This design comes from an exercise in tuning for small area, a short achievable clock period and few clock cycles per item on the open sky130 flow, not from production work.
RTL that was checked went through simulation tests only; none was proved equivalent to the original.
Power is estimated from default activity; no workload was simulated.

## deinterlacer_v2
module deinterlacer_v2 (
	clock,
	reset,
	dout_data,
	dout_ready,
	dout_valid,
	dout_startofpacket,
	dout_endofpacket,
	din_data,
	din_ready,
	din_valid,
	din_startofpacket,
	din_endofpacket
);
Size: roughly 840 flip-flops, about 58 I/O pins, about 21,000 sq um of cells after synthesis.
clock: 8.0 ns
lec_check: 0
abc_clock_period_in_ps: 2500
cap_margin: 20
core_margin: 2
core_utilization: 60
place_density: 0.8
slew_margin: 20
standard.sh (not shown) runs the stock make flow with config.mk's settings and CLKGATE_MAP_FILE= SYNTH_SCRIPT=/design/flow/synth_recipe.tcl, a recipe that flattens the netlist after the stock synthesis.
==> flow/flow/run.sh <==
#!/bin/bash
# Standard layout with these changes in how it is made:
#  - the synthesized netlist's combinational cells start at their smallest
#    drive strength (repair sizes up what timing needs);
#  - plain buffers on the ports;
#  - flip-flops that drive output ports are placed at their port buffers;
#  - clock tree: no dummy loads, clusters of up to 20 flip-flops on
#    clkbuf_8, clkbuf_16 above them;
set -euo pipefail
export SETUP_SLACK_MARGIN=5.35
export BUFFER_PORTS_ARGS="-buffer_cell sky130_fd_sc_hd__buf_2"
export PRE_DETAIL_PLACE_TCL="$PWD/flow/move_oflops.tcl"
export CTS_ARGS="-sink_clustering_enable -repair_clock_nets -dont_use_dummy_load -sink_clustering_size 20 -sink_clustering_max_diameter 60 -sink_buffer_max_cap_derate 0.2 -buf_list {sky130_fd_sc_hd__clkbuf_8 sky130_fd_sc_hd__clkbuf_16} -root_buf sky130_fd_sc_hd__clkbuf_16 -tree_buf sky130_fd_sc_hd__clkbuf_16 -sink_clustering_buffer sky130_fd_sc_hd__clkbuf_8"
R=orfs/results/sky130hd/deinterlacer_v2/base
bash standard.sh synth > synth.log 2>&1
python3 flow/downsize.py "$FLOW_HOME/platforms/sky130hd/lib/sky130_fd_sc_hd__tt_025C_1v80.lib" "$R/1_2_yosys.v" > downsize.log 2>&1
rm -f "$R/1_synth.odb" "$R/1_synth.sdc"
bash standard.sh > standard.log 2>&1
Other scripts of this flow, unchanged in this note and not shown: flow/flow/downsize.py, flow/flow/move_oflops.tcl
Testbench counts at the start, summed over its fixed seeds: cycles 15,258, frames 64.
Rerun with:
--- a/flow/design.v
+++ b/flow/design.v
@@ -22,44 +22,43 @@
 output logic          dout_startofpacket;
 output logic          dout_endofpacket;
 input  logic [DW-1:0] din_data;
 output logic          din_ready;
 input  logic          din_valid;
 input  logic          din_startofpacket;
 input  logic          din_endofpacket;
 localparam S_C0 = 0, S_C1 = 1, S_C2 = 2, S_C3 = 3, S_HDR = 4, S_PIX = 5;
 logic [5:0] ss;                     
 localparam O_IDLE = 0, O_B1 = 1, O_B2 = 2, O_B3 = 3, O_VHDR = 4, O_PIX = 5;
 logic [5:0] so;                     
 logic [4:0]  wm1;                   
-logic [4:0]  lsel_n;                
 logic        wsel;                  
 logic        oact;                  
 logic        ahead;                 
 logic        wfull;                 
 logic        copy1;                 
 logic        lastline;              
 logic [4:0]  wp, op;                
 logic [4:0]  k;                     
 logic [DW-1:0]    r0;
 logic [16*DW-1:0] s16;
 logic [8*DW-1:0]  s8;               
 logic [4*DW-1:0]  s4;
 logic [2*DW-1:0]  s2;               
 logic [DW-1:0]    s1;
-wire  [DW-1:0] o16_n = ~(!lsel_n[4] ? s16[16*DW-1 -: DW] : r0);
-wire  [DW-1:0] o8    = ~(!lsel_n[3] ? s8[8*DW-1 -: DW]   : o16_n);
-wire  [DW-1:0] o4_n  = ~(!lsel_n[2] ? s4[4*DW-1 -: DW]   : o8);
-wire  [DW-1:0] o2    = ~(!lsel_n[1] ? s2[2*DW-1 -: DW]   : o4_n);
-wire  [DW-1:0] tap_n = ~(!lsel_n[0] ? s1                 : o2);
+wire  [DW-1:0] o16_n = ~(wm1[4] ? s16[16*DW-1 -: DW] : r0);
+wire  [DW-1:0] o8    = ~(wm1[3] ? s8[8*DW-1 -: DW]   : o16_n);
+wire  [DW-1:0] o4_n  = ~(wm1[2] ? s4[4*DW-1 -: DW]   : o8);
+wire  [DW-1:0] o2    = ~(wm1[1] ? s2[2*DW-1 -: DW]   : o4_n);
+wire  [DW-1:0] tap_n = ~(wm1[0] ? s1                 : o2);
 always_ff @(posedge clock) begin : loop
 	r0  <= wsel ? din_data : ~tap_n;
 	s16 <= {s16[15*DW-1:0], r0};
 	s8  <= {s8[7*DW-1:0], o16_n};
 	s4  <= {s4[3*DW-1:0], o8};
 	s2  <= {s2[DW-1:0], o4_n};
 	s1  <= o2;
 end
 wire sink_ctl  = ss[S_C1] || ss[S_C2] || ss[S_C3];
 wire in_fire   = din_valid && (ss[S_C0] || ss[S_HDR] || wsel);
 wire write_now = din_valid && wsel;
 wire pwrite    = write_now && ss[S_PIX];
@@ -150,31 +149,28 @@
 		wp        <= wp_n;
 		op        <= op_n;
 		k         <= k_n;
 	end
 end
 always_ff @(posedge clock) begin : ready_port
 	din_ready <= drdy_n;
 end
 wire [DW-1:0] cb2 = s16[2*DW-1 -: DW];
 wire [DW-1:0] cb1 = s16[3*DW-1 -: DW];
 wire [4:0] wm1_fld = {cb1[16], cb2[3:0]} - 5'd1;
 always_ff @(posedge clock) begin : loop_length
-	if (so[O_IDLE]) begin
-		wm1    <= 5'd2;
-		lsel_n <= ~5'd2;
-	end else if (so[O_B3] && ctl_ready && can_load) begin
-		wm1    <= wm1_fld;
-		lsel_n <= ~wm1_fld;
-	end
+	if (so[O_IDLE])
+		wm1 <= 5'd2;
+	else if (so[O_B3] && ctl_ready && can_load)
+		wm1 <= wm1_fld;
 end
 logic ovalid_n;
 wire  oload  = so[O_PIX] ? pix_load : (ctl_ready && can_load);
 wire  valid_n = oload || (!ovalid_n && !dout_ready);
 always_ff @(posedge clock or posedge reset) begin : source_ctl
 	if (reset) begin
 		dout_valid <= 0;
 		ovalid_n   <= 1;
 	end else begin
 		dout_valid <= valid_n;
 		ovalid_n   <= !valid_n;
 	end
The new run produced a clean layout.
Via count went up by 0.43%.
Clock power goes down by about 2%.
Die area came out lower by about 0.5%.
Fmax drops by 1.3%.
First-iteration DRC count falls by about 16%.
Area after synthesis is lower by 0.49%.
Final area shrinks by about 0.38%.
Core utilization climbs by 0.88 points.
Power came out lower by 43%.
Final cell count fell by about 0.9%.
Register-to-register slack hardly moves.
Worst setup slack got worse by 0.035 ns.
Clock-buffer cell count shrinks by 3.
Function not checked in the second run of this note: the RTL went through the layout flow alone.

-- afterwards: timing with drivers on the ports --
No port has a modelled driver above. Below, the same layouts with a new extraction and two added sets of constraints.
Step 1: set_driving_cell puts a clkbuf_16 on clock and a buf_2 on each other input, an assumption about the parent block.
Step 2 adds t to the input delays and takes it off the output delays; t is the mean of the earliest and latest rising clock arrival at the registers after step 1. Input paths then give back, and output paths get back, about the clock's delay inside the block.
Slacks: ideal / step 1 / step 2; pairs: ideal / step 1.
| run | t, ns | setup WS [ns] | worst setup path at the end | worst register clock-pin slew, ns | worst slew at a driven data input, ns |
|---|---|---|---|---|---|
| the first run | 0.560 | 5.301 / 5.249 / 4.821 | input to register | 0.12 / 0.12 | 0.04 |
| the second run | 0.583 | 5.267 / 5.270 / 4.690 | input to register | 0.12 / 0.12 | 0.08 |
After both steps every run listed still meets setup and hold. For the second run, which loses most, drivers alone change the setup slack by +0.003 ns; drivers and shift together by -0.577 ns.
